Context: an optimization exercise on an open-source flow, tuned for small area. The choices shown serve that exercise and are no tape-out recipe.
Where RTL was checked, it was by simulation tests only, not by an equivalence proof against the original.
Only the layout flow was run in runs 5 and 6; the RTL was not checked for function there.
Power figures rest on the tool's default switching activity, not on a simulated workload.

===== flow/flow/resyn.ys =====
# Re-maps the combinational cells of the standard synthesis for area. The
# flip-flops keep their cells and names; {EXTRAMAP} maps the adder cells
# that are turned into plain logic too (the others are kept).
read_liberty -lib {LIB}
read_verilog -defer {NET}
hierarchy -top {TOP}
techmap -map {MAP} {EXTRAMAP}
techmap
opt
abc -liberty {LIB} {DONTUSE} -script {ABC}
opt_clean -purge
hilomap -singleton -hicell sky130_fd_sc_hd__conb_1 HI -locell sky130_fd_sc_hd__conb_1 LO
rename -enumerate -pattern _rs%_
check -assert -mapped
tee -o {STAT} stat -liberty {LIB}
write_verilog -noattr -nohex -nodec {OUT}

===== flow/flow/cells_ha.v =====
(* techmap_celltype = "sky130_fd_sc_hd__ha_1" *)
module _tm_ha(A, B, COUT, SUM); input A, B; output COUT, SUM;
assign SUM = A ^ B; assign COUT = A & B; endmodule

===== flow/flow/run.sh =====
#!/bin/bash
# Layout flow: the standard synthesis; then the combinational cells are
# re-mapped for area with yosys/abc in a few variants (registers keep their
# cells and names), the smallest variant is proven equivalent to the standard
# netlist and replaces it; then the standard layout from floorplan on,
# with plain buffers (buf_1) on the ports and a clock tree without dummy
# loads. Each tool's output goes to its own log file in this folder.
set -euo pipefail
here=$(pwd)
export BUFFER_PORTS_ARGS="-buffer_cell sky130_fd_sc_hd__buf_1"
export CTS_ARGS="-root_buf sky130_fd_sc_hd__clkbuf_8 -buf_list sky130_fd_sc_hd__clkbuf_8 -dont_use_dummy_load -repair_clock_nets"
bash standard.sh synth > log_synth.txt 2>&1

res=$(ls -d "$here"/orfs/results/*/alu_6_bit/base)
lib=$FLOW_HOME/platforms/$FLOW_PLATFORM/lib/sky130_fd_sc_hd__tt_025C_1v80.lib
cp "$res/1_2_yosys.v" "$here/std_1_2_yosys.v"
python3 "$here/flow/mkmap.py" "$lib" "$here/comb_map.v" > log_mkmap.txt 2>&1
dontuse=$(sed -n '/DONT_USE_CELLS/,/^$/p' "$FLOW_HOME/platforms/$FLOW_PLATFORM/config.mk" | grep -o 'sky130_fd_sc_hd__[a-z0-9_]*' | sed 's/^/-dont_use /' | tr '\n' ' ')
fill() {  # fill TEMPLATE OUT VARIANT EXTRAMAP
  sed -e "s|{LIB}|$lib|g" -e "s|{NET}|$here/std_1_2_yosys.v|" -e "s|{TOP}|$FLOW_TOP|g" \
      -e "s|{MAP}|$here/comb_map.v|" -e "s|{EXTRAMAP}|$4|" -e "s|{SEQ}|$here/flow/cells_seq.v|" \
      -e "s|{DONTUSE}|$dontuse|" -e "s|{ABC}|$here/flow/resyn.abc|" \
      -e "s|{STAT}|$here/resyn_$3_stat.txt|" -e "s|{OUT}|$here/resyn_$3.v|" "$1" > "$2"
}
fill "$here/flow/resyn.ys" "$here/resyn_keep.ys" keep ""
fill "$here/flow/resyn.ys" "$here/resyn_ha.ys" ha "-map $here/flow/cells_ha.v"
fill "$here/flow/resyn.ys" "$here/resyn_all.ys" all "-map $here/flow/cells_adders.v"
for v in keep ha all; do
  ( yosys -s "$here/resyn_$v.ys" > "log_resyn_$v.txt" 2>&1 || rm -f "$here/resyn_$v.v" ) &
done
wait
best=""; best_area=""
for v in keep ha all; do
  [[ -s "$here/resyn_$v.v" && -s "$here/resyn_${v}_stat.txt" ]] || continue
  a=$(grep 'Chip area' "$here/resyn_${v}_stat.txt" | awk '{print $NF}')
  echo "$v $a" >> log_choice.txt
  if [[ -z "$best" ]] || awk -v x="$a" -v y="$best_area" 'BEGIN{exit !(x<y)}'; then best=$v; best_area=$a; fi
done
if [[ -n "$best" ]]; then
  fill "$here/flow/equiv.ys" "$here/equiv_run.ys" "$best" ""
  if timeout 1200 yosys -s "$here/equiv_run.ys" > log_equiv.txt 2>&1; then
    cp "$here/resyn_$best.v" "$res/1_2_yosys.v"
    rm -f "$res/1_synth.odb" "$res/1_synth.sdc"
    echo "used $best ($best_area), proven equivalent" >> log_choice.txt
  else
    echo "$best not proven equivalent, keeping the standard netlist" >> log_choice.txt
  fi
else
  echo "re-mapping failed, keeping the standard netlist" >> log_choice.txt
fi
bash standard.sh > log_layout.txt 2>&1

===== flow/standard.sh =====
#!/bin/bash
# synth_recipe.tcl (not shown) runs the flow's synth.tcl, then flattens the netlist and writes it again
# the make line also repeats each setting of config.mk as NAME=value (left out here)
make -C /OpenROAD-flow-scripts/flow DESIGN_CONFIG=/design/flow/config.mk WORK_HOME=/design/flow/orfs CLKGATE_MAP_FILE= SYNTH_SCRIPT=/design/flow/synth_recipe.tcl "${@:-finish}"

===== flow/config.mk =====
export PLATFORM = sky130hd
export DESIGN_NAME = alu_6_bit
export DESIGN_NICKNAME = alu_6_bit
export VERILOG_FILES = /design/flow/design.v
export SDC_FILE = /design/flow/constraint.sdc
export NUM_CORES = 4
export LEC_CHECK = 0
export ABC_AREA = 1
export CAP_MARGIN = 0
export CORE_MARGIN = 2
export CORE_UTILIZATION = 40
export GPL_TIMING_DRIVEN = 0
export SLEW_MARGIN = 0

===== flow/design.v =====
module alu_6_bit(
  input         CLK_I,
  input         RST_N_I,
  input  [5:0]  DATA_IN_1_I,
  input  [5:0]  DATA_IN_2_I,
  input  [5:0]  CONTROL_I,
  input         EN_I,
  output [11:0] DATA_OUT_O,
  output        DONE_O,
  output        BUSY_O
);
reg  [2:0]  st_r;
reg         pre_en_r;
reg  [11:0] res_r;
reg  [11:0] data_out_r;
reg  [3:0]  op_r;
wire [5:0] a = res_r[11:6];
wire [5:0] b = res_r[5:0];
wire [3:0] c = op_r;
wire idle  = ~st_r[2] | (st_r[1] & st_r[0]);
wire sel   = st_r[2] & ~st_r[1];
wire exec  = st_r[2] & st_r[1] & ~st_r[0];
wire start = idle & EN_I & ~pre_en_r;
wire valid = (CONTROL_I[5:4] == 2'b00) && (CONTROL_I[3:0] != 4'd0) && (CONTROL_I[3:0] <= 4'd12);
wire op_add = c[3:0] == 4'd1;
wire op_sub = c[3:0] == 4'd2;
wire op_mul = c[3:0] == 4'd3;
wire op_div = c[3:0] == 4'd4;
wire op_and = c[3:0] == 4'd5;
wire op_or  = c[3:0] == 4'd6;
wire op_not = c[3:0] == 4'd7;
wire op_xor = c[3:0] == 4'd8;
wire op_shl = c[3:0] == 4'd9;
wire op_shr = c[3:0] == 4'd10;
wire op_rr  = c[3:0] == 4'd11;
wire op_rl  = c[3:0] == 4'd12;
wire op_sh  = op_shl | op_shr | op_rr | op_rl;
wire [2:0] bm6 = b % 6'd6;
wire       left = op_shl | op_rl;
wire [2:0] ramt = op_sh & ~op_rr & ~op_rl & (b >= 6'd6) ? 3'd7 : (op_shl | op_shr) ? b[2:0] : bm6;
wire [2:0] damt = left ? ramt : ((ramt == 3'd0) ? 3'd0 : 3'd6 - ramt);
wire [5:0] onehot = (ramt == 3'd7) ? 6'd0 : (6'd1 << damt);
wire       op_as = op_add | op_sub;
wire [5:0] m = op_sh ? onehot : op_as ? 6'd1 : b;
wire [5:0] bx = b ^ {6{op_sub}};
wire       c0 = op_as & (op_sub ? (a[0] | ~b[0]) : (a[0] & b[0]));
wire [5:0] pp [0:5];
wire [5:0] s  [0:5];
wire [5:0] cc [0:5];
wire [11:0] p;
genvar i, j;
generate
  for (i = 0; i < 6; i = i + 1) begin : g_pp
    for (j = 0; j < 6; j = j + 1) begin : g_pj
      if (i == 1 && j < 5) begin : g_as
        assign pp[i][j] = (a[j] & m[i]) | (bx[j+1] & op_as);
      end else if (i == 0 && j == 0) begin : g_b0
        assign pp[i][j] = (a[j] & m[i]) ^ (b[0] & op_as);
      end else begin : g_mul
        assign pp[i][j] = a[j] & m[i];
      end
    end
  end
  assign s[0]  = pp[0];
  assign cc[0] = {5'd0, c0};
  for (i = 1; i < 6; i = i + 1) begin : g_row
    for (j = 0; j < 6; j = j + 1) begin : g_col
      wire x = pp[i][j];
      wire y = (j < 5) ? s[i-1][j+1] : 1'b0;
      wire z = cc[i-1][j];
      assign s[i][j]  = x ^ y ^ z;
      assign cc[i][j] = (x & y) | (z & (x ^ y));
    end
  end
  for (i = 0; i < 6; i = i + 1) begin : g_lo
    assign p[i] = s[i][0];
  end
endgenerate
wire [5:0] fc;
assign fc[0] = 1'b0;
generate
  for (j = 0; j < 5; j = j + 1) begin : g_fin
    wire x = s[5][j+1];
    wire z = cc[5][j];
    assign p[6+j]  = x ^ z ^ fc[j];
    assign fc[j+1] = (x & z) | (fc[j] & (x ^ z));
  end
endgenerate
assign p[11] = fc[5] ^ cc[5][5];
wire [5:0] q;
wire [5:0] bz;    
assign bz[0] = 1'b1;
generate
  for (i = 1; i < 6; i = i + 1) begin : g_bz
    assign bz[i] = bz[i-1] & ~b[6-i];
  end
endgenerate
wire [5:0] rm [0:6];
assign rm[6] = 6'd0;
generate
  for (i = 5; i >= 0; i = i - 1) begin : g_div
    localparam integer W = 6 - i;           
    wire [W-1:0] r = {rm[i+1][W-2 >= 0 ? W-2 : 0:0], a[i]};
    wire [W:0]   bw;                       
    wire [W-1:0] d;
    assign bw[0] = 1'b0;
    for (j = 0; j < W; j = j + 1) begin : g_b
      assign d[j]    = r[j] ^ b[j] ^ bw[j];
      assign bw[j+1] = (~r[j] & b[j]) | (bw[j] & ~(r[j] ^ b[j]));
    end
    assign q[i] = bz[W-1 < 5 ? 6 - W : 0] & ~bw[W];
    if (W < 6) begin : g_r
      wire [W-1:0] nr = q[i] ? d : r;
      assign rm[i] = {{(6-W){1'b0}}, nr};
    end else begin : g_r0
      assign rm[i] = 6'd0;
    end
  end
endgenerate
wire ld = sel;
wire k_and = (op_and | op_or) & ld;
wire k_xor = (op_or | op_xor) & ld;
wire k_not = op_not & ld;
wire e_lo  = (op_mul | op_as | op_shl | op_rr | op_rl | (op_shr & (b == 6'd0))) & ld;
wire e_hi  = (op_shr | op_rr | op_rl) & ld;
wire e_div = op_div & ld;
wire e_mul = (op_mul | op_add) & ld;
wire e_up  = op_mul & ld;
wire fill  = k_not | (op_sub & ld & ~p[6]);
wire [5:0] logic_r = (a & b & {6{k_and}}) | ((a ^ b) & {6{k_xor}}) | (~a & {6{k_not}});
wire [11:0] alu;
wire [11:0] hold = {DATA_IN_1_I, DATA_IN_2_I} & {12{~sel}};
assign alu[5:0]  = (p[5:0] & {6{e_lo}}) | (p[11:6] & {6{e_hi}}) |
                   (q & {6{e_div}}) | logic_r | hold[5:0];
assign alu[6]    = (p[6] & e_mul) | fill | hold[6];
assign alu[11:7] = (p[11:7] & {5{e_up}}) | {5{fill}} | hold[11:7];
always @(posedge CLK_I) begin
  pre_en_r <= RST_N_I & EN_I;
  op_r  <= CONTROL_I[3:0];
  res_r <= alu;
  if (~RST_N_I)
    st_r <= 3'b000;
  else if (start)
    st_r <= {2'b10, ~valid};
  else if (sel)
    st_r <= {2'b11, st_r[0]};
  else
    st_r <= 3'b001;
  if (~RST_N_I | (idle & ~start))
    data_out_r <= 12'd0;
  else if (exec)
    data_out_r <= res_r;
end
assign DATA_OUT_O = data_out_r;
assign BUSY_O     = st_r[2];
assign DONE_O     = ~st_r[2] & st_r[0];
endmodule

===== flow/flow/mkmap.py =====
# Writes a yosys techmap file that turns each single-output combinational cell
# of the liberty file (except the adder cells) back into its boolean function.
import re, sys
lib, out = sys.argv[1], sys.argv[2]
t = open(lib).read()
starts = [(m.group(1), m.end()) for m in re.finditer(r'\n\s*cell\s*\(\s*"?(\w+)"?\s*\)\s*\{', t)]
mods = []
for i, (name, st) in enumerate(starts):
    en = starts[i + 1][1] if i + 1 < len(starts) else len(t)
    body = t[st:en]
    if re.search(r'\b(ff|latch|statetable)\s*\(', body) or '__fa_' in name or '__ha_' in name:
        continue
    ins, outs = [], []
    for pn, pb in re.findall(r'pin\s*\(\s*"?(\w+)"?\s*\)\s*\{(.*?)\n\s{8}\}', body, re.S):
        d = re.search(r'direction\s*:\s*"?(\w+)"?', pb)
        if not d:
            continue
        if d.group(1) == 'input':
            ins.append(pn)
        elif d.group(1) == 'output':
            f = re.search(r'function\s*:\s*"([^"]*)"', pb)
            if f:
                outs.append((pn, f.group(1)))
    if len(outs) != 1:
        continue
    o, f = outs[0]
    f = f.replace('!', '~').replace('*', '&').replace('+', '|')
    mods.append('(* techmap_celltype = "%s" *)\nmodule _tm_%s(%s);\n%s\noutput %s;\nassign %s = %s;\nendmodule\n'
                % (name, name, ', '.join(ins + [o]), '\n'.join('input %s;' % x for x in ins), o, o, f))
open(out, 'w').write('\n'.join(mods))

===== flow/flow/resyn.abc =====
strash
&get -n
&deepsyn -T 60
&put
dch
map -a
mfs2
strash
dch
map -a
topo

===== flow/flow/equiv.ys =====
# Proves the re-mapped netlist equivalent to the standard synthesis's netlist,
# with the registers paired by name.
read_liberty -lib {LIB}
read_verilog {NET}
rename {TOP} gold
read_verilog {OUT}
rename {TOP} gate
techmap -autoproc -map {MAP} -map {SEQ}
opt_clean
techmap
opt_clean
equiv_make gold gate equiv
hierarchy -top equiv
equiv_simple -seq 2
equiv_induct
equiv_status -assert

===== flow/flow/cells_adders.v =====
(* techmap_celltype = "sky130_fd_sc_hd__fa_1" *)
module _tm_fa(A, B, CIN, COUT, SUM); input A, B, CIN; output COUT, SUM;
assign SUM = A ^ B ^ CIN; assign COUT = (A & B) | (CIN & (A ^ B)); endmodule
(* techmap_celltype = "sky130_fd_sc_hd__ha_1" *)
module _tm_ha(A, B, COUT, SUM); input A, B; output COUT, SUM;
assign SUM = A ^ B; assign COUT = A & B; endmodule

===== flow/flow/cells_seq.v =====
(* techmap_celltype = "sky130_fd_sc_hd__fa_1" *)
module _tm_fa(A, B, CIN, COUT, SUM); input A, B, CIN; output COUT, SUM;
assign SUM = A ^ B ^ CIN; assign COUT = (A & B) | (CIN & (A ^ B)); endmodule
(* techmap_celltype = "sky130_fd_sc_hd__ha_1" *)
module _tm_ha(A, B, COUT, SUM); input A, B; output COUT, SUM;
assign SUM = A ^ B; assign COUT = A & B; endmodule
(* techmap_celltype = "sky130_fd_sc_hd__conb_1" *)
module _tm_conb(HI, LO); output HI, LO; assign HI = 1'b1; assign LO = 1'b0; endmodule
(* techmap_celltype = "sky130_fd_sc_hd__dfxtp_1" *)
module _tm_dfxtp(CLK, D, Q); input CLK, D; output reg Q; always @(posedge CLK) Q <= D; endmodule
(* techmap_celltype = "sky130_fd_sc_hd__edfxtp_1" *)
module _tm_edfxtp(CLK, D, DE, Q); input CLK, D, DE; output reg Q; always @(posedge CLK) if (DE) Q <= D; endmodule

===== flow/constraint.sdc =====
create_clock -name core_clock -period 10.0 [get_ports {CLK_I}]
set_input_delay 2.0000 -clock core_clock [delete_from_list [all_inputs] [get_ports {CLK_I}]]
set_output_delay 2.0000 -clock core_clock [all_outputs]
set_load 0.01 [all_outputs]

==> summary.txt, run 1 <==
Setup path
  • Crit path launch type: flip-flop
  • Crit path arrival time: ~9.3 ns
  • Kind of critical path: reg2reg
  • CP endpoint kind: flip-flop
  • Crit path required time: about 10 ns
  • Bufs and invs on worst path: 1
  • CP max stage delay: approximately 0.6 ns
  • Slowest stage cell, crit path: dfxtp_1
  • Crit Path Max Fanout: 12
  • Family with the most delay on the worst path: adder cells
  • Most used cell, CP: fa_1

Global routing
  • Grt total ovfl: 0
  • Pin count of the biggest net entering global routing: 17
  • First-pass GRT wire length: about 14 mm
  • Initial antenna violation count: 0
  • Vias in the first global route: approximately 2800
  • Overall Global Routing Usage: a little under a quarter

Routing
  • Drc violations: 0
  • Drt wl/cell: between 15 and 20 um
  • Highest metal used: met4
  • Post-DRT Antenna Nets: 0
  • Post-route met1 wirelength: ~3.6 mm
  • DRT Wirelength: 8.20 mm
  • Number of vias per cell: approximately 5.4
  • Met3 wire length: around 620 um
  • Met2 wire len: 3.91 mm
  • Vias: about 2800
  • First DRT Iteration DRCs: ~230
  • Detailed Routing Iterations Pass 1: 5

STA
  • Normalized max-slew margin: 42.6%
  • Final setup viols: 0
  • Final WS setup: 0.908 ns
  • Final Skew: 0.00927 ns
  • RSZ-0062 raised after global routing: no
  • Fmax: ~0.11 GHz
  • Post-Route Setup TNS: 0 ns
  • Tightest Pin Transition: around 0.85 ns
  • Fin. max-slew vios: 0
  • Final Hold Violating Endpoints: 0
  • Fin crit period: a little over 9 ns
  • Period utilization: 90.9%

Layout
  • Inserted Diodes: 0
  • Final nets: about 480
  • Share of layout cells above drive strength 1: 1.43%
  • Final core occ: between 40% and 50%
  • Commonest non-fill, non-tap cells in the layout: nor2_1, nand2_1, clkinv_1
  • Cell area after layout: approximately 3200 um2
  • P&R area growth vs syn: 11.1%
  • Leading cell type in the layout, fill and taps excluded: nor2_1

Die
  • Die area: roughly 8000 um2
  • IO Pins: 35
  • Die Span Y: between 80 and 90 um
  • DIE WIDTH: 88.3 um
  • CORE AREA: approximately 6800 um2
  • Site Rows: 30
  • Initial Util: between 40% and 50%

Clock tree
  • CTS root buf: clkbuf_8
  • Clock latency on the worst-skew pair: 0.29 ns
  • TritonCTS clock tree: yes
  • CTS Sinks: 32
  • CTS H-tree lvls: 2
  • Clock transition at the registers of the reported paths: around 0.06 ns
  • Num CTS Buffers: 5
  • Post-CTS Setup Bufs: 0
  • # hold bufs at CTS: 0
  • Gates resized, CTS repair: 0
  • CTS Buffer Depth: 2

Run status
  • Outcome: finished clean

Hold path
  • Worst hold path class: reg2reg

Synthesis
  • Syn Area/Cell: 7.44 um2
  • Synthesized instance count: about 380
  • Mapped Area: roughly 2800 um2
  • Ys Warns: 1
  • Synthesized net count: around 440

Flow run
  • Maxcap violations: 0

Placed design
  • DP Wirelength: around 6.7 mm
  • Port buffer count: 34
  • Placed Area: roughly 3100 um2
  • GPL Wtd Cong: 0.912
  • Setup Slack @ Placement: ~1.1 ns

Power and ir drop
  • Power density over cell area: 212 nW/um2
  • Worst IR Drop VDD: 0.124 mV
  • Leakage: between 0.001 and 0.0015 uW
-- tightest hold or removal path: stages (launching register included) --
cell and delay [ns]:
dfxtp_1 0.32, nand2_1 0.05, o21ai_0 0.05
-- area by class of cell --
cell class                 count  area (um2)
clock buffer                   5        68.8
fill                         744        3670
multi-input combinational    292        1990
sequential                    32         641
timing repair buffer          34         128
inverter                      58         218
tap                           96         120
-- per-layer routing --
metal	vias up	track usage, %
li1	1362	-
met1	1320	32.4
met2	106	39.7
met3	9	3.17
met4	0	5.51
met5	-	0
-- per-stage QoR --
step	instances	hold WS (ns)	total power, uW
2_1_floorplan	382	0.496	461
3_3_place_gp	512	0.438	571
3_5_place_dp	512	0.444	581
4_1_cts	517	0.459	672
5_1_grt	517	0.493	739
6_report	517	0.455	670
-- state kept, by name (all words and copies together), names as in the netlist --
name,count
data_out_r,12
op_r,4
pre_en_r,1
res_r,12
st_r,3
-- path summary, 6_finish.rpt --
kind,startpoint,endpoint,slack [ns],cells after the start
worst min register to register,data_out_r[7],data_out_r[7],0.45,2
worst max register to register,res_r[2],res_r[0],0.91,29
worst max-delay path,res_r[2],res_r[0],0.91,29
worst min-delay path,data_out_r[7],data_out_r[7],0.45,2
-- report_power, final --
| group | total [uW] | leakage (uW) | switching (uW) | internal [uW] |
|---|---|---|---|---|
| clock network | 90.9 | 0.0000359 | 46.0 | 44.8 |
| registers | 168 | 0.000265 | 28.5 | 140 |
| logic | 411 | 0.000848 | 259 | 152 |
==> inputs of run 2 (changes only) <==
--- a/flow/design.v
+++ b/flow/design.v
@@ -41,7 +41,9 @@
 wire [2:0] damt = left ? ramt : ((ramt == 3'd0) ? 3'd0 : 3'd6 - ramt);
 wire [5:0] onehot = (ramt == 3'd7) ? 6'd0 : (6'd1 << damt);
 wire       op_as = op_add | op_sub;
-wire [5:0] m = op_sh ? onehot : op_as ? 6'd1 : b;
+wire       op_lg = op_and | op_or | op_xor;
+wire       inj   = op_as | op_lg;
+wire [5:0] m = op_sh ? onehot : inj ? 6'd1 : b;
 wire [5:0] bx = b ^ {6{op_sub}};
 wire       c0 = op_as & (op_sub ? (a[0] | ~b[0]) : (a[0] & b[0]));
 wire [5:0] pp [0:5];
@@ -53,9 +55,9 @@
   for (i = 0; i < 6; i = i + 1) begin : g_pp
     for (j = 0; j < 6; j = j + 1) begin : g_pj
       if (i == 1 && j < 5) begin : g_as
-        assign pp[i][j] = (a[j] & m[i]) | (bx[j+1] & op_as);
+        assign pp[i][j] = (a[j] & m[i]) | (bx[j+1] & inj);
       end else if (i == 0 && j == 0) begin : g_b0
-        assign pp[i][j] = (a[j] & m[i]) ^ (b[0] & op_as);
+        assign pp[i][j] = (a[j] & m[i]) ^ (b[0] & inj);
       end else begin : g_mul
         assign pp[i][j] = a[j] & m[i];
       end
@@ -127,7 +129,9 @@
 wire e_mul = (op_mul | op_add) & ld;
 wire e_up  = op_mul & ld;
 wire fill  = k_not | (op_sub & ld & ~p[6]);
-wire [5:0] logic_r = (a & b & {6{k_and}}) | ((a ^ b) & {6{k_xor}}) | (~a & {6{k_not}});
+wire [5:0] xor_v = {s[1][4:0], p[0]};
+wire [5:0] and_v = {cc[1][4:0], a[0] & b[0]};
+wire [5:0] logic_r = (and_v & {6{k_and}}) | (xor_v & {6{k_xor}}) | (~a & {6{k_not}});
 wire [11:0] alu;
 wire [11:0] hold = {DATA_IN_1_I, DATA_IN_2_I} & {12{~sel}};
 assign alu[5:0]  = (p[5:0] & {6{e_lo}}) | (p[11:6] & {6{e_hi}}) |
==> summary.txt, run 2 <==
Clock tree
  • CTS H-tree lvls: 2
  • TritonCTS clock tree: yes
  • CTS Sinks: 32
  • Clock latency on the worst-skew pair: between 0.2 and 0.3 ns
  • # hold bufs at CTS: 0
  • Num CTS Buffers: 5
  • Clock transition at the registers of the reported paths: around 0.05 ns
  • CTS root buf: clkbuf_8
  • CTS Buffer Depth: 2
  • Post-CTS Setup Bufs: 0

STA
  • Normalized max-slew margin: around 35%
  • Final setup viols: 0
  • Fmax: between 0.1 and 0.15 GHz
  • Final Hold Violating Endpoints: 0
  • Final Skew: around 0.022 ns
  • Fin crit period: 9.28 ns
  • Period utilization: around 93%
  • Post-Route Setup TNS: 0 ns
  • Hold Slack: 0.452 ns
  • Tightest Pin Transition: approximately 0.97 ns
  • Fin. max-slew vios: 0
  • Final WS setup: 0.718 ns
  • RSZ-0062 raised after global routing: no

Routing
  • Drt wl/cell: between 15 and 20 um
  • Drc violations: 0
  • Number of vias per cell: roughly 5.6
  • First DRT Iteration DRCs: between 200 and 250
  • Vias: 2753
  • Post-DRT Antenna Nets: 0
  • Detailed Routing Iterations Pass 1: 5
  • DRT Wirelength: around 8.2 mm

Layout
  • Final core occ: ~46%
  • P&R area growth vs syn: 11.3%
  • Share of layout cells above drive strength 1: around 4.6%
  • Leading cell type in the layout, fill and taps excluded: nand2_1
  • Commonest non-fill, non-tap cells in the layout: nand2_1, nor2_1, clkinv_1
  • Final nets: 468
  • Largest registers: data_out_r (12), res_r (12), op_r (4)
  • Inserted Diodes: 0
  • # fillers: about 730

Run status
  • Outcome: finished clean

Synthesis
  • Mapped Area: between 2000 and 3000 um2
  • Syn Area/Cell: about 7.5 um2
  • Synthesized net count: about 430
  • Synthesized instance count: 371
  • Ys Warns: 1

Setup path
  • Crit Path Max Fanout: 9
  • CP max stage delay: around 0.44 ns
  • Crit path arrival time: approximately 9.5 ns
  • Kind of critical path: reg2reg
  • Slowest stage cell, crit path: fa_1
  • Family with the most delay on the worst path: adder cells
  • Bufs and invs on worst path: 3
  • Crit path launch type: flip-flop
  • Most used cell, CP: fa_1
  • Crit path required time: a little over 10 ns
  • CP endpoint kind: flip-flop

Die
  • CORE AREA: 6760 um2
  • DIE WIDTH: ~88 um
  • IO Pins: 35
  • Die area: 7660 um2
  • Site Rows: 30
  • Initial Util: roughly two fifths
  • Die Span Y: between 80 and 90 um

Global routing
  • Grt total ovfl: 0
  • Pin count of the biggest net entering global routing: 18
  • Initial antenna violation count: 0
  • Overall Global Routing Usage: 24.0%
  • Vias in the first global route: 2700
  • First-pass GRT wire length: 14.1 mm

Power and ir drop
  • Power density over cell area: 216 nW/um2
  • Leakage: ~0.0011 uW
  • Worst IR Drop VDD: ~0.19 mV

Placed design
  • DP Wirelength: 6.66 mm
  • Setup Slack @ Placement: -0.0245 ns
  • GPL Wtd Cong: a little over 0.9
  • Port buffer count: 34

Flow run
  • Maxcap violations: 0

Hold path
  • Worst hold path class: reg2reg
## run 2: what timing repair did
action | in CTS | in global routing
endpoints found under the setup margin | 1 | 1
pin swaps | 0 | 0
resized for setup | 1 | 6
## run 2: final cells by class
type                       count  area (um2)  share of cell area (%)
sequential                    32         644                    20.7
multi-input combinational    281        1950                    62.7
clock buffer                   5        68.8                    2.22
tap                           80         100                    3.22
inverter                      58         218                    7.01
timing repair buffer          34         128                    4.11
## run 2: through the flow
step / cells / total power (uW) / cell area [um2]
finish: 490 / 670 / 3110
CTS: 490 / 672 / 3090
floorplan: 371 / 464 / 2790
global placement: 485 / 569 / 3020
global route: 490 / 746 / 3110
detailed placement: 485 / 575 / 3020
## run 2: worst reg2reg max path: cells and delay by family (launching register included)
family | cells | cell delay, ns
AO/OA/AOI/OAI | 6 | 1.02
AND/OR/NAND/NOR | 14 | 2.11
adder cells (fa/ha/maj) | 13 | 5.14
flip-flops | 1 | 0.40
buffers and inverters | 3 | 0.56
## run 2: metal layers
metal / track usage [%] / routed length (um) / share of wire, % / vias up
met5: 0 / 0 / 0 / -
met4: 6.71 / 136 / 1.7 / 0
met3: 2.73 / 377 / 4.6 / 14
met2: 39.3 / 3960 / 48 / 100
met1: 33.6 / 3720 / 45 / 1312
li1: - / - / - / 1327
## run 2: where the power goes
part | total [uW] | internal [uW] | switching, uW | leakage [uW]
combinational | 403 | 151 | 252 | 0.000847
clock | 90.4 | 44.7 | 45.7 | 0.0000359
sequential | 177 | 142 | 34.4 | 0.000265
## run 2: worst paths after layout
kind | to | start | slack [ns] | cells after the start
worst min register to register | data_out_r[8] | data_out_r[8] | 0.45 | 2
worst max-delay path | res_r[0] | res_r[2] | 0.72 | 36
worst min-delay path | data_out_r[8] | data_out_r[8] | 0.45 | 2
worst max register to register | res_r[0] | res_r[2] | 0.72 | 36
==> inputs of run 3 (changes only) <==
--- a/flow/flow/run.sh
+++ b/flow/flow/run.sh
@@ -8,7 +8,7 @@
 set -euo pipefail
 here=$(pwd)
 export BUFFER_PORTS_ARGS="-buffer_cell sky130_fd_sc_hd__buf_1"
-export CTS_ARGS="-root_buf sky130_fd_sc_hd__clkbuf_8 -buf_list sky130_fd_sc_hd__clkbuf_8 -dont_use_dummy_load -repair_clock_nets"
+export CTS_ARGS="-root_buf sky130_fd_sc_hd__clkbuf_4 -buf_list sky130_fd_sc_hd__clkbuf_4 -dont_use_dummy_load -repair_clock_nets"
 bash standard.sh synth > log_synth.txt 2>&1
 
 res=$(ls -d "$here"/orfs/results/*/alu_6_bit/base)
--- a/flow/config.mk
+++ b/flow/config.mk
@@ -8,6 +8,6 @@
 export ABC_AREA = 1
 export CAP_MARGIN = 0
 export CORE_MARGIN = 2
-export CORE_UTILIZATION = 40
+export CORE_UTILIZATION = 55
 export GPL_TIMING_DRIVEN = 0
 export SLEW_MARGIN = 0
==> summary.txt, run 3 <==
Clock tree
  • CTS Sinks: 32
  • Num CTS Buffers: 5
  • CTS Buffer Depth: 2
  • Clock latency on the worst-skew pair: ~0.35 ns
  • Clock transition at the registers of the reported paths: between 0.1 and 0.15 ns
  • CTS H-tree lvls: 2
  • TritonCTS clock tree: yes
  • CTS root buf: clkbuf_4

Setup path
  • R2r setup slk: 0.56 ns
  • Crit path arrival time: 9.73 ns
  • Most used cell, CP: fa_1
  • R2R Path Start: res_r[4]
  • Worst r2r dst: res_r[0]
  • Crit Path Max Fanout: 9
  • Reg2reg path depth: 36
  • Kind of critical path: reg2reg
  • Slowest stage cell, crit path: fa_1
  • CP endpoint kind: flip-flop
  • Critical Path Start: res_r[4]
  • CP max stage delay: ~0.46 ns
  • Crit path launch type: flip-flop
  • Crit path required time: approximately 10 ns

Layout
  • Inserted Diodes: 0
  • Largest registers: data_out_r (12), res_r (12), op_r (4)
  • P&R area growth vs syn: 9.50%
  • Commonest non-fill, non-tap cells in the layout: nand2_1, nor2_1, clkinv_1
  • Leading cell type in the layout, fill and taps excluded: nand2_1
  • Share of layout cells above drive strength 1: about 4.6%
  • Final nets: between 400 and 500
  • Non-Filler Instances: approximately 480

Synthesis
  • Ys Warns: 1
  • Synthesized instance count: ~370
  • Synthesized net count: 427
  • Syn Area/Cell: 7.52 um2
  • Mapped Area: around 2800 um2

Die
  • IO Pins: 35
  • Die Span Y: around 75 um
  • Die area: around 5700 um2
  • Site Rows: 25
  • CORE AREA: about 4800 um2
  • DIE WIDTH: 75.2 um
  • Initial Util: 57.9%

Routing
  • Vias: roughly 2800
  • Drt wl/cell: 16.2 um
  • Post-DRT Antenna Nets: 0
  • Number of vias per cell: 5.90
  • DRT Wirelength: around 7.7 mm
  • Detailed Routing Iterations Pass 1: 5
  • First DRT Iteration DRCs: around 280
  • Drc violations: 0

STA
  • Fin crit period: 9.44 ns
  • Final setup viols: 0
  • Normalized max-slew margin: between 30% and 40%
  • Tightest Pin Transition: slightly above 1 ns
  • Final WS setup: roughly 0.56 ns
  • Fin. max-slew vios: 0
  • Hold Slack: ~0.46 ns
  • Fmax: ~0.11 GHz
  • Period utilization: 94.4%
  • RSZ-0062 raised after global routing: no
  • Final Skew: 0.0337 ns
  • Final Hold Violating Endpoints: 0

Power and ir drop
  • Power density over cell area: between 200 and 250 nW/um2
  • Leakage: between 0.001 and 0.0015 uW
  • Part of the power in the clock network: between 10% and 20%
  • Internal power: 318 uW
  • Part of the power in registers: roughly 27%
  • Psw: 331 uW
  • Combinational power share: 62.9%
  • Sw Share: between 50% and 60%
  • Worst IR Drop VDD: around 0.14 mV

Hold path
  • Cell depth of the worst hold path: 2
  • Hold_sp: data_out_r[6]
  • Worst hold path class: reg2reg
  • Hold Path End: data_out_r[6]

Global routing
  • First-pass GRT wire length: approximately 13 mm
  • Initial antenna violation count: 0
  • Grt total ovfl: 0
  • Overall Global Routing Usage: between 30% and 40%
  • Vias in the first global route: roughly 2600
  • Pin count of the biggest net entering global routing: 18

Flow run
  • Maxcap violations: 0

Placed design
  • Cells after DPL: 472
  • Port buffer count: 34
  • DP Wirelength: about 6.2 mm
  • GPL Wtd Cong: a little under 1
  • Setup Slack @ Placement: -0.0977 ns

Run status
  • Outcome: finished clean
-- run 3: cell type report --
class                   count  area, um2
repair buffers             34        128
multi-input cells         281       1950
fillers                   496       1760
clock buffers               5       37.5
inverters                  58        218
flip-flops and latches     32        644
well taps                  67       83.8
-- run 3: worst max-delay path by stage --
stage,cells past startpoint,slack [ns],end
after floorplan,35,1.19,res_r[0]
after global placement,35,0.08,res_r[0]
after detailed placement,35,-0.1,res_r[0]
after CTS,35,0.1,res_r[0]
after global routing,36,0.12,res_r[0]
final,36,0.56,res_r[0]
-- run 3: repair_timing --
action                                  in CTS  in global routing
buffers inserted                             0                  0
resized for setup                            1                  6
hold buffers                                 0                  0
endpoints found under the setup margin       1                  1
-- run 3: per-layer routing --
layer	global-route usage, %	vias to the layer above	part of all wire (%)
met1	38.2	1336	41
met4	11.1	0	3.0
met5	0	-	0
li1	-	1326	-
met2	50.9	124	48
met3	6.96	30	7.8
-- run 3: per-stage QoR --
step                cell area [um2]  utilization [%]  TNS [ns]  power, uW
detailed placement             3000             62.3   -0.0977        575
global route                   3060             63.5         0        710
CTS                            3050             63.2         0        644
floorplan                      2790                -         0        464
global placement               3000             62.3         0        560
finish                         3060             63.5         0        648
-- run 3: worst max-delay path: cells and delay by family (launching register included) --
| kind | cells | cell delay, ns |
|---|---|---|
| adder cells (fa/ha/maj) | 13 | 5.19 |
| AND/OR/NAND/NOR | 13 | 2.05 |
| AO/OA/AOI/OAI | 8 | 1.33 |
| buffers and inverters | 2 | 0.41 |
| flip-flops | 1 | 0.41 |
-- run 3: power groups by stage --
stage | registers (uW) | clock network [uW] | logic [uW]
after CTS | 173 | 67.5 | 404
after global placement | 176 | 0 | 384
after detailed placement | 176 | 0 | 400
final | 176 | 65.1 | 407
after global routing | 178 | 71.7 | 460
after floorplan | 166 | 0 | 298
==> inputs of run 4 (changes only) <==
--- a/flow/design.v
+++ b/flow/design.v
@@ -112,7 +112,7 @@
     end
     assign q[i] = bz[W-1 < 5 ? 6 - W : 0] & ~bw[W];
     if (W < 6) begin : g_r
-      wire [W-1:0] nr = q[i] ? d : r;
+      wire [W-1:0] nr = r ^ ({W{q[i]}} & (b[W-1:0] ^ bw[W-1:0]));
       assign rm[i] = {{(6-W){1'b0}}, nr};
     end else begin : g_r0
       assign rm[i] = 6'd0;
==> summary.txt, run 4 <==
Run status
  • Outcome: finished clean

Die
  • Die area: between 5000 and 6000 um2
  • CORE AREA: approximately 4800 um2
  • Initial Util: between 50% and 60%
  • IO Pins: 35
  • Die Span Y: about 74 um
  • Site Rows: 25
  • DIE WIDTH: roughly 74 um

Clock tree
  • CTS Sinks: 32
  • CTS root buf: clkbuf_4
  • Gates resized, CTS repair: 0
  • Num CTS Buffers: 5
  • Clock transition at the registers of the reported paths: between 0.1 and 0.15 ns
  • TritonCTS clock tree: yes
  • Post-CTS Setup Bufs: 0
  • CTS Buffer Depth: 2
  • Clock latency on the worst-skew pair: roughly 0.35 ns
  • CTS H-tree lvls: 2
  • # hold bufs at CTS: 0

STA
  • Final Hold Violating Endpoints: 0
  • Period utilization: about three quarters
  • Normalized max-slew margin: 39.7%
  • Post-Route Setup TNS: 0 ns
  • Final Skew: around 0.03 ns
  • Final setup viols: 0
  • Hold Slack: ~0.47 ns
  • Tightest Pin Transition: about 0.90 ns
  • Fin. max-slew vios: 0
  • RSZ-0062 raised after global routing: no
  • Fmax: 0.132 GHz
  • Fin crit period: between 7 and 8 ns

Placed design
  • Cells after DPL: 498
  • GPL Wtd Cong: ~0.95
  • Port buffer count: 34
  • DP Wirelength: between 5 and 6 mm

Global routing
  • Overall Global Routing Usage: 28.9%
  • Pin count of the biggest net entering global routing: 19
  • Initial antenna violation count: 0
  • Vias in the first global route: 2520
  • Grt total ovfl: 0
  • First-pass GRT wire length: about 12 mm

Power and ir drop
  • Power Total: between 400 and 500 uW
  • Power density over cell area: 155 nW/um2
  • Worst IR Drop VDD: 0.0788 mV
  • Leakage: about 0.0011 uW

Setup path
  • CP endpoint kind: flip-flop
  • R2r setup slk: ~2.4 ns
  • Crit Path Max Fanout: 11
  • Slowest stage cell, crit path: dfxtp_1
  • Crit path required time: just over 10 ns
  • R2R Path Start: res_r[1]
  • Reg2reg path depth: 32
  • Crit path arrival time: roughly 7.8 ns
  • Crit path launch type: flip-flop
  • Kind of critical path: reg2reg
  • CP max stage delay: ~0.57 ns
  • Worst r2r dst: res_r[4]

Routing
  • First DRT Iteration DRCs: approximately 280
  • DRT Wirelength: roughly 7.4 mm
  • Detailed Routing Iterations Pass 1: 5
  • Drt wl/cell: 14.7 um
  • Drc violations: 0
  • Vias: around 2900
  • Post-DRT Antenna Nets: 0
  • Number of vias per cell: 5.72

Layout
  • Commonest non-fill, non-tap cells in the layout: nor2_1, nand2_1, clkinv_1
  • Non-Filler Instances: just over 500
  • Final core occ: between 60 and 70%
  • Share of layout cells above drive strength 1: between 1.5 and 2%
  • Inserted Diodes: 0
  • Final nets: between 400 and 500
  • P&R area growth vs syn: 9.12%
  • Largest registers: data_out_r (12), res_r (12), op_r (4)

Hold path
  • Hold Path End: data_out_r[7]
  • Worst hold path class: reg2reg
  • Cell depth of the worst hold path: 2
  • Hold_sp: data_out_r[7]

Flow run
  • Maxcap violations: 0

Synthesis
  • Syn Area/Cell: about 7 um2
  • Synthesized instance count: 397
  • Synthesized net count: 443
  • Ys Warns: 1
  • Mapped Area: 2730 um2
run 4: worst max path at each step:
stage | startpoint | end | slack [ns] | cells after the start
2_1_floorplan | res_r[1] | res_r[4] | 3.53 | 32
3_3_place_gp | res_r[1] | res_r[4] | 2.60 | 32
5_1_grt | res_r[1] | res_r[4] | 1.89 | 32
3_5_place_dp | res_r[1] | res_r[4] | 2.52 | 32
6_report | res_r[1] | res_r[4] | 2.42 | 32
4_1_cts | res_r[1] | res_r[4] | 2.47 | 32
run 4: layout make-up:
cell class                      instances  area [um2]
Timing Repair Buffer                   34         128
Sequential cell                        32         641
Fill cell                             500        1770
Tap cell                               67        83.8
Inverter                               64         240
Multi-Input combinational cell        301        1850
Clock buffer                            5        37.5
run 4: critical path, delay by kind of cell (launching register included):
family                     cells  cell delay (ns)
DFF                            1             0.57
adders and majority gates      8             3.25
buffers and inverters          8             0.91
AOI/OAI and AO/OA             10             2.01
and+or+nand+nor                6             0.71
run 4: routing by layer:
layer  track usage, %  vias up  part of all wire [%]
met5                0        -                     0
met4             10.3        0                   2.8
met3             5.28       24                   7.4
met2             43.0      132                    44
met1             42.1     1314                    46
li1                 -     1407                     -
run 4: per-stage QoR:
step,area [um2],setup WS (ns)
finish,2980,2.42
detailed placement,2940,2.52
CTS,2980,2.47
floorplan,2730,3.53
global route,2980,1.89
global placement,2940,2.60
run 4: report_power, final:
part	total, uW	internal [uW]	switching, uW
sequential	159	137	22.0
clock	64.7	23.4	41.3
combinational	239	84.3	154
total	462	245	218
==> inputs of run 5 (changes only) <==
--- a/flow/design.v
+++ b/flow/design.v
@@ -13,15 +13,14 @@
 reg         pre_en_r;
 reg  [11:0] res_r;
 reg  [11:0] data_out_r;
-reg  [3:0]  op_r;
-wire [5:0] a = res_r[11:6];
-wire [5:0] b = res_r[5:0];
-wire [3:0] c = op_r;
+wire [5:0] a = DATA_IN_1_I;
+wire [5:0] b = DATA_IN_2_I;
+wire [5:0] c = CONTROL_I;
 wire idle  = ~st_r[2] | (st_r[1] & st_r[0]);
 wire sel   = st_r[2] & ~st_r[1];
 wire exec  = st_r[2] & st_r[1] & ~st_r[0];
 wire start = idle & EN_I & ~pre_en_r;
-wire valid = (CONTROL_I[5:4] == 2'b00) && (CONTROL_I[3:0] != 4'd0) && (CONTROL_I[3:0] <= 4'd12);
+wire valid = (c[5:4] == 2'b00) && (c[3:0] != 4'd0) && (c[3:0] <= 4'd12);
 wire op_add = c[3:0] == 4'd1;
 wire op_sub = c[3:0] == 4'd2;
 wire op_mul = c[3:0] == 4'd3;
@@ -119,7 +118,7 @@
     end
   end
 endgenerate
-wire ld = sel;
+wire ld = ~sel;
 wire k_and = (op_and | op_or) & ld;
 wire k_xor = (op_or | op_xor) & ld;
 wire k_not = op_not & ld;
@@ -133,14 +132,13 @@
 wire [5:0] and_v = {cc[1][4:0], a[0] & b[0]};
 wire [5:0] logic_r = (and_v & {6{k_and}}) | (xor_v & {6{k_xor}}) | (~a & {6{k_not}});
 wire [11:0] alu;
-wire [11:0] hold = {DATA_IN_1_I, DATA_IN_2_I} & {12{~sel}};
+wire [11:0] hold = res_r & {12{sel}};
 assign alu[5:0]  = (p[5:0] & {6{e_lo}}) | (p[11:6] & {6{e_hi}}) |
                    (q & {6{e_div}}) | logic_r | hold[5:0];
 assign alu[6]    = (p[6] & e_mul) | fill | hold[6];
 assign alu[11:7] = (p[11:7] & {5{e_up}}) | {5{fill}} | hold[11:7];
 always @(posedge CLK_I) begin
   pre_en_r <= RST_N_I & EN_I;
-  op_r  <= CONTROL_I[3:0];
   res_r <= alu;
   if (~RST_N_I)
     st_r <= 3'b000;
--- a/flow/flow/run.sh
+++ b/flow/flow/run.sh
@@ -8,7 +8,7 @@
 set -euo pipefail
 here=$(pwd)
 export BUFFER_PORTS_ARGS="-buffer_cell sky130_fd_sc_hd__buf_1"
-export CTS_ARGS="-root_buf sky130_fd_sc_hd__clkbuf_4 -buf_list sky130_fd_sc_hd__clkbuf_4 -dont_use_dummy_load -repair_clock_nets"
+export CTS_ARGS="-root_buf sky130_fd_sc_hd__clkbuf_8 -buf_list sky130_fd_sc_hd__clkbuf_8 -dont_use_dummy_load -repair_clock_nets"
 bash standard.sh synth > log_synth.txt 2>&1
 
 res=$(ls -d "$here"/orfs/results/*/alu_6_bit/base)
==> summary.txt, run 5 <==
Setup path
  • Family with the most delay on the worst path: adder cells
  • Kind of critical path: in2reg
  • Crit path arrival time: 8.92 ns
  • Bufs and invs on worst path: 6
  • Crit path launch type: primary input
  • Crit Path Max Fanout: 10
  • Most used cell, CP: fa_1
  • Crit path required time: slightly above 10 ns
  • CP endpoint kind: flip-flop
  • CP max stage delay: about 0.52 ns
  • CP Depth: 25
  • Slowest stage cell, crit path: fa_1
  • Reg2reg path depth: 6

Global routing
  • Vias in the first global route: between 2000 and 3000
  • Pin count of the biggest net entering global routing: 17
  • Initial antenna violation count: 0
  • Grt total ovfl: 0
  • Overall Global Routing Usage: 28.3%
  • First-pass GRT wire length: between 10 and 15 mm

STA
  • Final WS setup: between 1 and 1.5 ns
  • RSZ-0062 raised after global routing: no
  • Normalized max-slew margin: between 40% and 50%
  • Tightest Pin Transition: about 0.85 ns
  • Hold Slack: about 0.46 ns
  • Final Skew: 0.0132 ns
  • Period utilization: 88.0%
  • Final setup viols: 0
  • Post-Route Setup TNS: 0 ns
  • Final Hold Violating Endpoints: 0
  • Fin crit period: roughly 8.8 ns
  • Fmax: ~0.11 GHz
  • Fin. max-slew vios: 0

Synthesis
  • Ys Warns: 1
  • Synthesized net count: approximately 440
  • Syn Area/Cell: between 6 and 7 um2
  • Synthesized instance count: between 300 and 400
  • Mapped Area: 2690 um2

Clock tree
  • # hold bufs at CTS: 0
  • Gates resized, CTS repair: 0
  • Num CTS Buffers: 3
  • Clock latency on the worst-skew pair: 0.27 ns
  • TritonCTS clock tree: yes
  • CTS root buf: clkbuf_8
  • Post-CTS Setup Bufs: 0
  • CTS H-tree lvls: 1
  • CTS Buffer Depth: 2
  • Clock transition at the registers of the reported paths: ~0.090 ns
  • CTS Sinks: 28

Layout
  • P&R area growth vs syn: 9.40%
  • Leading cell type in the layout, fill and taps excluded: clkinv_1
  • Final core occ: between 60% and 70%
  • Largest registers: data_out_r (12), res_r (12), st_r (3)
  • Final nets: between 400 and 500
  • Commonest non-fill, non-tap cells in the layout: clkinv_1, nor2_1, nand2_1
  • Inserted Diodes: 0
  • # fillers: 487
  • Non-Filler Instances: 500
  • Share of layout cells above drive strength 1: under 10%

Die
  • DIE WIDTH: roughly 74 um
  • Site Rows: 25
  • Die Span Y: about 74 um
  • Initial Util: a little under three fifths
  • IO Pins: 35
  • CORE AREA: ~4700 um2
  • Die area: roughly 5500 um2

Power and ir drop
  • Leakage: between 0.001 and 0.0015 uW
  • Power density over cell area: 126 nW/um2
  • Worst IR Drop VDD: 0.0544 mV

Run status
  • Outcome: finished clean

Placed design
  • GPL Wtd Cong: just under 0.9
  • Port buffer count: 34
  • Cells after DPL: 497
  • DP Wirelength: ~5.7 mm
  • Setup Slack @ Placement: approximately 1.0 ns

Routing
  • Drc violations: 0
  • Vias: 2800
  • DRT Wirelength: between 6 and 7 mm
  • First DRT Iteration DRCs: between 150 and 200
  • Detailed Routing Iterations Pass 1: 4
  • Post-DRT Antenna Nets: 0
  • Drt wl/cell: about 14 um
  • Number of vias per cell: approximately 5.6

Hold path
  • Cell depth of the worst hold path: 2
  • Worst hold path class: reg2reg

Flow run
  • Maxcap violations: 0
==> run 5: path summary, 6_finish.rpt <==
kind | startpoint | end | slack [ns]
setup / recovery | DATA_IN_2_I[1] | res_r[5] | 1.20
hold / removal | data_out_r[4] | data_out_r[4] | 0.46
setup reg to reg | st_r[2] | data_out_r[6] | 7.38
hold reg to reg | data_out_r[4] | data_out_r[4] | 0.46
==> run 5: cell type report <==
type / instances / area [um2] / share of cell area, %
multi-input combinational: 292 / 1840 / 62.6
sequential: 28 / 561 / 19.1
inverter: 76 / 285 / 9.70
timing repair buffer: 34 / 128 / 4.34
tap: 67 / 83.8 / 2.85
clock buffer: 3 / 41.3 / 1.40
==> run 5: through the flow <==
step	area, um2	power [uW]
final	2940	369
after global routing	2940	404
after CTS	2940	372
after floorplan	2690	263
after global placement	2900	312
after detailed placement	2900	314
==> run 5: layer usage <==
layer | GRT usage, % | part of all wire, % | routed length, um | up-vias
met2 | 48.7 | 48 | 3330 | 114
met1 | 36.3 | 42 | 2900 | 1270
met3 | 3.16 | 6.9 | 479 | 18
met5 | 0 | 0 | 0 | -
met4 | 10.9 | 3.0 | 206 | 0
li1 | - | - | - | 1398
==> run 5: worst reg2reg max path: cells and delay by family (launching register included) <==
family	cells	cell delay [ns]
flip-flops	1	0.35
buffers and inverters	2	0.59
AND/OR/NAND/NOR	2	0.68
AO/OA/AOI/OAI	2	0.92
==> run 5: where the power goes <==
part / switching [uW] / internal (uW) / total, uW
Combinational: 114 / 65.4 / 179
Sequential: 6.28 / 126 / 133
Clock: 30.4 / 27.0 / 57.4
==> inputs of run 6 (changes only) <==
--- a/flow/design.v
+++ b/flow/design.v
@@ -111,7 +111,7 @@
     end
     assign q[i] = bz[W-1 < 5 ? 6 - W : 0] & ~bw[W];
     if (W < 6) begin : g_r
-      wire [W-1:0] nr = r ^ ({W{q[i]}} & (b[W-1:0] ^ bw[W-1:0]));
+      wire [W-1:0] nr = q[i] ? d : r;
       assign rm[i] = {{(6-W){1'b0}}, nr};
     end else begin : g_r0
       assign rm[i] = 6'd0;
--- a/flow/config.mk
+++ b/flow/config.mk
@@ -8,6 +8,6 @@
 export ABC_AREA = 1
 export CAP_MARGIN = 0
 export CORE_MARGIN = 2
-export CORE_UTILIZATION = 55
+export CORE_UTILIZATION = 40
 export GPL_TIMING_DRIVEN = 0
 export SLEW_MARGIN = 0
==> summary.txt, run 6 <==
Run status
  • Outcome: finished clean

Global routing
  • Pin count of the biggest net entering global routing: 17
  • First-pass GRT wire length: approximately 11 mm
  • Overall Global Routing Usage: 19.3%
  • Vias in the first global route: approximately 2500
  • Grt total ovfl: 0
  • Initial antenna violation count: 0

Die
  • Site Rows: 30
  • CORE AREA: between 6000 and 7000 um2
  • IO Pins: 35
  • Initial Util: between 40% and 50%
  • Die area: around 7500 um2
  • Die Span Y: 86.7 um
  • DIE WIDTH: 86.7 um

Placed design
  • DP Wirelength: slightly below 6 mm
  • GPL Wtd Cong: 0.908
  • Setup Slack @ Placement: -1.29 ns
  • Port buffer count: 34

Setup path
  • CP endpoint kind: flip-flop
  • Crit Path Max Fanout: 6
  • Most used cell, CP: fa_1
  • Crit path required time: 10.13 ns
  • Crit path arrival time: ~10 ns
  • Slowest stage cell, crit path: fa_1
  • Worst r2r dst: res_r[0]
  • CP max stage delay: about 0.43 ns
  • R2r setup slk: roughly 7.3 ns
  • Reg2reg path depth: 9
  • Crit path launch type: primary input
  • R2R Path Start: st_r[2]
  • Kind of critical path: in2reg
  • Critical Path Start: DATA_IN_2_I[3]

STA
  • Fin crit period: 9.61 ns
  • Tightest Pin Transition: between 0.7 and 0.8 ns
  • Fmax: around 0.10 GHz
  • Normalized max-slew margin: 51.3%
  • Final Hold Violating Endpoints: 0
  • Final WS setup: 0.386 ns
  • Fin. max-slew vios: 0
  • Final setup viols: 0
  • Period utilization: between 90% and 100%
  • Final Skew: ~0.012 ns
  • Hold Slack: about 0.46 ns

Power and ir drop
  • Part of the power in registers: 34.9%
  • Worst IR Drop VDD: ~0.05 mV
  • Sw Share: between 40% and 50%
  • Psw: ~160 uW
  • Combinational power share: approximately 50%
  • Part of the power in the clock network: about 15%
  • Internal power: 225 uW
  • Leakage: ~0.0011 uW
  • Power density over cell area: approximately 120 nW/um2

Routing
  • First DRT Iteration DRCs: around 160
  • Post-DRT Antenna Nets: 0
  • Drc violations: 0
  • Number of vias per cell: 5.21
  • Drt wl/cell: roughly 13 um
  • Vias: roughly 2600
  • DRT Wirelength: between 6 and 7 mm
  • Detailed Routing Iterations Pass 1: 4

Clock tree
  • CTS H-tree lvls: 1
  • # hold bufs at CTS: 0
  • CTS Buffer Depth: 2
  • Num CTS Buffers: 3
  • Clock latency on the worst-skew pair: approximately 0.27 ns
  • TritonCTS clock tree: yes
  • Clock transition at the registers of the reported paths: 0.07 ns
  • CTS Sinks: 28
  • CTS root buf: clkbuf_8

Layout
  • P&R area growth vs syn: 14.4%
  • Final nets: about 480
  • Share of layout cells above drive strength 1: 6.59%
  • Leading cell type in the layout, fill and taps excluded: clkinv_1
  • Largest registers: data_out_r (12), res_r (12), st_r (3)
  • Inserted Diodes: 0
  • Commonest non-fill, non-tap cells in the layout: clkinv_1, nor2_1, nand2_1

Synthesis
  • Syn Area/Cell: between 7 and 8 um2
  • Synthesized instance count: 380
  • Synthesized net count: ~440
  • Mapped Area: 2740 um2
  • Ys Warns: 1

Hold path
  • Hold Path End: data_out_r[6]
  • Cell depth of the worst hold path: 2
  • Hold_sp: data_out_r[6]
  • Worst hold path class: reg2reg

Flow run
  • Maxcap violations: 0
run 6: what timing repair did:
action                                  CTS  global route
pin swaps                                 1             6
setup buffers                             1             7
resized for setup                        11            11
endpoints found under the setup margin    1             1
cloned                                    0             0
run 6: how the worst max path moves through the flow:
stage / to / slack (ns)
after floorplan: res_r[0] / 0.31
after global placement: res_r[0] / -1.17
after detailed placement: res_r[0] / -1.29
after CTS: res_r[0] / 0.01
after global routing: res_r[0] / -0.07
final: res_r[0] / 0.39
run 6: layer usage:
layer,wire (um),GRT usage [%]
met1,2960,26.0
met4,273,9.09
met5,0,0
met3,426,1.62
met2,3130,31.5
run 6: area by class of cell:
class                           instances  area (um2)
Tap cell                               80         100
Sequential cell                        28         561
Fill cell                             707        3590
Clock buffer                            3        41.3
Inverter                               75         285
Timing Repair Buffer                   42         199
Multi-Input combinational cell        277        1950
run 6: metrics by stage:
stage | util [%] | TNS, ns | std cells | power [uW] | instance area (um2)
after detailed placement | 44.2 | -1.29 | 494 | 320 | 2970
final | 46.6 | 0 | 505 | 380 | 3130
after CTS | 45.4 | 0 | 498 | 381 | 3050
after floorplan | - | 0 | 380 | 269 | 2740
after global routing | 46.6 | -0.0665 | 505 | 420 | 3130
after global placement | 44.2 | -1.17 | 494 | 316 | 2970
run 6: worst max-delay path, delay by kind of cell:
family	cells	cell delay [ns]
adder cells (fa/ha/maj)	12	4.39
AND/OR/NAND/NOR	8	1.01
XOR/XNOR	1	0.25
AO/OA/AOI/OAI	11	1.52
buffers and inverters	4	0.59
run 6: power groups by stage:
stage	sequential, uW	combinational (uW)	clock (uW)
2_1_floorplan	135	135	0
3_3_place_gp	135	181	0
3_5_place_dp	136	185	0
4_1_cts	133	189	59.5
5_1_grt	135	220	65.7
6_report	133	190	57.2
==> inputs of run 7 (changes only) <==
--- a/flow/design.v
+++ b/flow/design.v
@@ -111,7 +111,7 @@
     end
     assign q[i] = bz[W-1 < 5 ? 6 - W : 0] & ~bw[W];
     if (W < 6) begin : g_r
-      wire [W-1:0] nr = q[i] ? d : r;
+      wire [W-1:0] nr = r ^ ({W{q[i]}} & (b[W-1:0] ^ bw[W-1:0]));
       assign rm[i] = {{(6-W){1'b0}}, nr};
     end else begin : g_r0
       assign rm[i] = 6'd0;
@@ -148,10 +148,7 @@
     st_r <= {2'b11, st_r[0]};
   else
     st_r <= 3'b001;
-  if (~RST_N_I | (idle & ~start))
-    data_out_r <= 12'd0;
-  else if (exec)
-    data_out_r <= res_r;
+  data_out_r <= (res_r & {12{RST_N_I & exec}}) | (data_out_r & {12{RST_N_I & (sel | start)}});
 end
 assign DATA_OUT_O = data_out_r;
 assign BUSY_O     = st_r[2];
--- a/flow/config.mk
+++ b/flow/config.mk
@@ -8,6 +8,6 @@
 export ABC_AREA = 1
 export CAP_MARGIN = 0
 export CORE_MARGIN = 2
-export CORE_UTILIZATION = 40
+export CORE_UTILIZATION = 65
 export GPL_TIMING_DRIVEN = 0
 export SLEW_MARGIN = 0
==> summary.txt, run 7 <==
Synthesis
  • Mapped Area: ~2700 um2
  • Syn Area/Cell: slightly below 7 um2
  • Synthesized instance count: 390
  • Synthesized net count: about 440
  • Ys Warns: 1

Global routing
  • Pin count of the biggest net entering global routing: 17
  • Vias in the first global route: between 2000 and 3000
  • Grt total ovfl: 0
  • Overall Global Routing Usage: about a third
  • Initial antenna violation count: 0
  • First-pass GRT wire length: 11.4 mm

Setup path
  • Family with the most delay on the worst path: adder cells
  • Crit path launch type: primary input
  • R2R Path Start: st_r[2]
  • Crit path required time: slightly above 10 ns
  • Reg2reg path depth: 6
  • CP endpoint kind: flip-flop
  • R2r setup slk: 7.34 ns
  • Worst setup path endpoint: res_r[4]
  • Kind of critical path: in2reg
  • Crit path arrival time: ~9.0 ns
  • Worst r2r dst: data_out_r[3]
  • CP Depth: 30
  • Crit Path Max Fanout: 6
  • CP max stage delay: between 0.5 and 0.6 ns
  • Bufs and invs on worst path: 9
  • Slowest stage cell, crit path: fa_1
  • Critical Path Start: CONTROL_I[1]

Die
  • DIE WIDTH: approximately 68 um
  • CORE AREA: ~4000 um2
  • IO Pins: 35
  • Initial Util: about two thirds
  • Die Span Y: a little under 70 um
  • Die area: approximately 4600 um2
  • Site Rows: 23

Clock tree
  • Post-CTS Setup Bufs: 0
  • TritonCTS clock tree: yes
  • CTS Sinks: 28
  • Clock latency on the worst-skew pair: approximately 0.27 ns
  • Gates resized, CTS repair: 0
  • CTS root buf: clkbuf_8
  • CTS H-tree lvls: 1
  • Num CTS Buffers: 3
  • Clock transition at the registers of the reported paths: 0.09 ns
  • CTS Buffer Depth: 2
  • # hold bufs at CTS: 0

STA
  • Final setup viols: 0
  • Normalized max-slew margin: between 40% and 50%
  • Final Hold Violating Endpoints: 0
  • Hold Slack: around 0.46 ns
  • Final WS setup: about 1.1 ns
  • Tightest Pin Transition: roughly 0.9 ns
  • Final Skew: roughly 0.013 ns
  • Fin. max-slew vios: 0
  • RSZ-0062 raised after global routing: no
  • Post-Route Setup TNS: 0 ns
  • Fin crit period: a little under 9 ns
  • Fmax: around 0.11 GHz
  • Period utilization: between 80% and 90%

Layout
  • Share of layout cells above drive strength 1: less than 1%
  • Largest registers: data_out_r (12), res_r (12), st_r (3)
  • Area occupied by multi-input gates: 1820 um2
  • Leading cell type in the layout, fill and taps excluded: clkinv_1
  • Non-Filler Instances: ~480
  • # fillers: approximately 340
  • Inserted Diodes: 0
  • P&R area growth vs syn: 8.73%
  • Final nets: ~480
  • FF+latch area: 561 um2
  • Commonest non-fill, non-tap cells in the layout: clkinv_1, nor2_1, nand2_1

Routing
  • Drt wl/cell: ~14 um
  • DRT Wirelength: around 6.7 mm
  • Post-DRT Antenna Nets: 0
  • Drc violations: 0
  • Number of vias per cell: roughly 5.8
  • First DRT Iteration DRCs: 196
  • Vias: ~2700
  • Detailed Routing Iterations Pass 1: 5

Placed design
  • Setup Slack @ Placement: ~0.93 ns
  • Port buffer count: 34
  • Cells after DPL: between 400 and 500
  • GPL Wtd Cong: 0.960
  • DP Wirelength: 5.60 mm

Run status
  • Outcome: finished clean

Power and ir drop
  • Leakage: between 0.001 and 0.0015 uW
  • Power Total: around 390 uW
  • Worst IR Drop VDD: between 0.07 and 0.08 mV
  • Power density over cell area: 134 nW/um2

Hold path
  • Worst hold path class: reg2reg

Flow run
  • Maxcap violations: 0
run 7: how the worst min path moves through the flow:
stage / start / endpoint / slack (ns) / cells past startpoint
after floorplan: res_r[0] / data_out_r[0] / 0.44 / 2
after global placement: data_out_r[10] / data_out_r[10] / 0.44 / 2
after detailed placement: data_out_r[5] / data_out_r[5] / 0.44 / 2
after CTS: res_r[2] / data_out_r[2] / 0.46 / 2
after global routing: res_r[2] / data_out_r[2] / 0.48 / 2
final: data_out_r[6] / data_out_r[6] / 0.46 / 2
run 7: tightest hold or removal path, stage by stage (launching register included):
cell	delay, ns
dfxtp_1	0.33
nand2_1	0.05
o21ai_0	0.05
run 7: where the power goes:
group	internal, uW	total [uW]	leakage [uW]	switching (uW)
Combinational	71.3	196	0.000805	125
Clock	26.9	56.9	0.0000216	29.9
Sequential	128	135	0.000230	7.22
Total	226	388	0.00106	162
run 7: final cells by class:
class                   instances  area share, %
multi-input cells             289           63.0
flip-flops and latches         28           19.4
inverters                      73           9.51
repair buffers                 34           4.43
well taps                      50           2.17
clock buffers                   3           1.43
run 7: metrics by stage:
stage,cell area [um2],util [%]
after floorplan,2650,-
after global placement,2840,71.6
after detailed placement,2840,71.6
after CTS,2880,72.6
after global routing,2880,72.6
final,2880,72.6
run 7: metal layers:
layer  track usage, %  wire length [um]  vias to the layer above
li1                 -                 -                     1365
met3             1.15               510                       23
met2             55.6              3190                      132
met4             16.5               235                        0
met1             43.2              2760                     1226
met5                0                 0                        -
==> inputs of run 8 (changes only) <==
--- a/flow/config.mk
+++ b/flow/config.mk
@@ -8,6 +8,6 @@
 export ABC_AREA = 1
 export CAP_MARGIN = 0
 export CORE_MARGIN = 2
-export CORE_UTILIZATION = 65
+export CORE_UTILIZATION = 55
 export GPL_TIMING_DRIVEN = 0
 export SLEW_MARGIN = 0
==> summary.txt, run 8 <==
Synthesis
  • Synthesized net count: around 440
  • Mapped Area: 2650 um2
  • Syn Area/Cell: approximately 6.8 um2
  • Synthesized instance count: 390
  • Ys Warns: 1

Setup path
  • Bufs and invs on worst path: 8
  • Slowest stage cell, crit path: fa_1
  • Family with the most delay on the worst path: adder cells
  • CP endpoint kind: flip-flop
  • Crit path required time: about 10 ns
  • Most used cell, CP: fa_1
  • CP max stage delay: approximately 0.54 ns
  • Kind of critical path: in2reg
  • Crit path arrival time: 8.99 ns
  • Crit path launch type: primary input
  • Crit Path Max Fanout: 10

STA
  • Final Hold Violating Endpoints: 0
  • RSZ-0062 raised after global routing: no
  • Final setup viols: 0
  • Fin. max-slew vios: 0
  • Period utilization: 88.5%
  • Normalized max-slew margin: 35.2%
  • Post-Route Setup TNS: 0 ns
  • Final Skew: 0.0125 ns
  • Fmax: 0.113 GHz
  • Fin crit period: 8.85 ns
  • Tightest Pin Transition: between 0.9 and 1 ns

Routing
  • Number of vias per cell: between 5 and 6
  • First DRT Iteration DRCs: approximately 160
  • Drc violations: 0
  • Post-DRT Antenna Nets: 0
  • Drt wl/cell: between 10 and 15 um
  • Detailed Routing Iterations Pass 1: 5
  • DRT Wirelength: between 6 and 7 mm
  • Vias: ~2700

Global routing
  • Grt total ovfl: 0
  • Pin count of the biggest net entering global routing: 17
  • Overall Global Routing Usage: a little over a quarter
  • Vias in the first global route: between 2000 and 2500
  • First-pass GRT wire length: 11.2 mm
  • Initial antenna violation count: 0

Layout
  • Commonest non-fill, non-tap cells in the layout: clkinv_1, nor2_1, nand2_1
  • # fillers: 490
  • Share of layout cells above drive strength 1: 0.937%
  • Largest registers: data_out_r (12), res_r (12), st_r (3)
  • Inserted Diodes: 0
  • P&R area growth vs syn: 8.92%
  • Final nets: 475
  • Cell area after layout: 2890 um2
  • Leading cell type in the layout, fill and taps excluded: clkinv_1

Clock tree
  • # hold bufs at CTS: 0
  • CTS Sinks: 28
  • Gates resized, CTS repair: 0
  • CTS root buf: clkbuf_8
  • CTS Buffer Depth: 2
  • CTS H-tree lvls: 1
  • Post-CTS Setup Bufs: 0
  • TritonCTS clock tree: yes
  • Clock transition at the registers of the reported paths: ~0.09 ns
  • Num CTS Buffers: 3
  • Clock latency on the worst-skew pair: ~0.27 ns

Placed design
  • GPL Wtd Cong: approximately 0.92
  • Placed Area: ~2800 um2
  • DP Wirelength: approximately 5.7 mm
  • Port buffer count: 34

Power and ir drop
  • Worst IR Drop VDD: between 0.07 and 0.08 mV
  • Leakage: approximately 0.0011 uW
  • Power density over cell area: between 100 and 150 nW/um2

Die
  • Initial Util: a little under three fifths
  • Die Span Y: 73.4 um
  • IO Pins: 35
  • Die area: about 5400 um2
  • CORE AREA: 4690 um2
  • DIE WIDTH: approximately 73 um
  • Site Rows: 25

Hold path
  • Worst hold path class: reg2reg

Flow run
  • Maxcap violations: 0

Run status
  • Outcome: finished clean
==> run 8: final timing paths <==
path / startpoint / cells after the start / slack [ns] / endpoint
min reg2reg: data_out_r[6] / 2 / 0.46 / data_out_r[6]
max: DATA_IN_2_I[1] / 32 / 1.15 / res_r[4]
max reg2reg: st_r[2] / 6 / 7.37 / data_out_r[0]
min: data_out_r[6] / 2 / 0.46 / data_out_r[6]
==> run 8: metrics by stage <==
| stage | std cells | hold slack [ns] | power [uW] | worst slack (ns) | utilization (%) |
|---|---|---|---|---|---|
| 6_report | 481 | 0.458 | 390 | 1.15 | 61.5 |
| 4_1_cts | 481 | 0.465 | 390 | 1.19 | 61.5 |
| 5_1_grt | 481 | 0.492 | 420 | 0.622 | 61.5 |
| 3_3_place_gp | 478 | 0.435 | 327 | 0.957 | 60.7 |
| 3_5_place_dp | 478 | 0.443 | 333 | 0.916 | 60.7 |
| 2_1_floorplan | 390 | 0.442 | 277 | 2.03 | - |
==> run 8: power breakdown <==
| part | leakage (uW) | switching, uW | internal [uW] |
|---|---|---|---|
| Clock | 0.0000216 | 30.1 | 26.9 |
| Combinational | 0.000805 | 125 | 72.2 |
| Sequential | 0.000230 | 7.37 | 128 |
| Total | 0.00106 | 163 | 227 |
==> run 8: area by class of cell <==
| cell class | instances | area, um2 | area share [%] |
|---|---|---|---|
| Timing Repair Buffer | 34 | 128 | 4.42 |
| Inverter | 73 | 274 | 9.49 |
| Multi-Input combinational cell | 289 | 1820 | 62.9 |
| Clock buffer | 3 | 41.3 | 1.43 |
| Tap cell | 54 | 67.6 | 2.34 |
| Sequential cell | 28 | 561 | 19.4 |
==> run 8: layer usage <==
metal	global-route usage [%]	wire length, um	vias to the layer above
met1	36.5	3020	1210
met2	46.0	3270	88
li1	-	-	1369
met5	0	0	-
met4	7.68	120	0
met3	1.51	340	11
==> run 8: worst min-delay path, delay by kind of cell, from the launching register on <==
kind             cells  cell delay (ns)
flip-flops           1             0.33
AND/OR/NAND/NOR      1             0.05
AO/OA/AOI/OAI        1             0.05

==> port drivers added, routing unchanged <==
In the flow no input, the clock included, has a driving cell. The finished layouts below were timed again as built, in two steps. Step 1 assumes that a clkbuf_16 drives the clock port and a buf_2 every other input. Step 2 times the ports against the registers' clock, not the clock port: input delays grow and output delays shrink by t, the midpoint of the rising clock arrivals with the driver on. Three values: ideal ports, drivers, drivers and shift; two values: the first two.
run | shift t [ns] | slack for setup (ns) | slew at the worst register clock pin (ns) | worst slew at a driven data input, ns
run 1 | 0.310 | 0.908 / 0.908 / 0.908 | 0.07 / 0.07 | 0.03
run 2 | 0.310 | 0.718 / 0.718 / 0.718 | 0.07 / 0.07 | 0.03
run 3 | 0.356 | 0.560 / 0.560 / 0.560 | 0.11 / 0.11 | 0.03
run 4 | 0.356 | 2.421 / 2.421 / 2.421 | 0.11 / 0.11 | 0.03
run 5 | 0.288 | 1.204 / 1.205 / 0.917 | 0.09 / 0.09 | 0.03
run 6 | 0.288 | 0.386 / 0.387 / 0.099 | 0.09 / 0.09 | 0.03
run 7 | 0.285 | 1.123 / 1.121 / 0.836 | 0.09 / 0.09 | 0.03
run 8 | 0.284 | 1.149 / 1.153 / 0.868 | 0.09 / 0.09 | 0.03
After both steps every run listed still meets setup and hold.
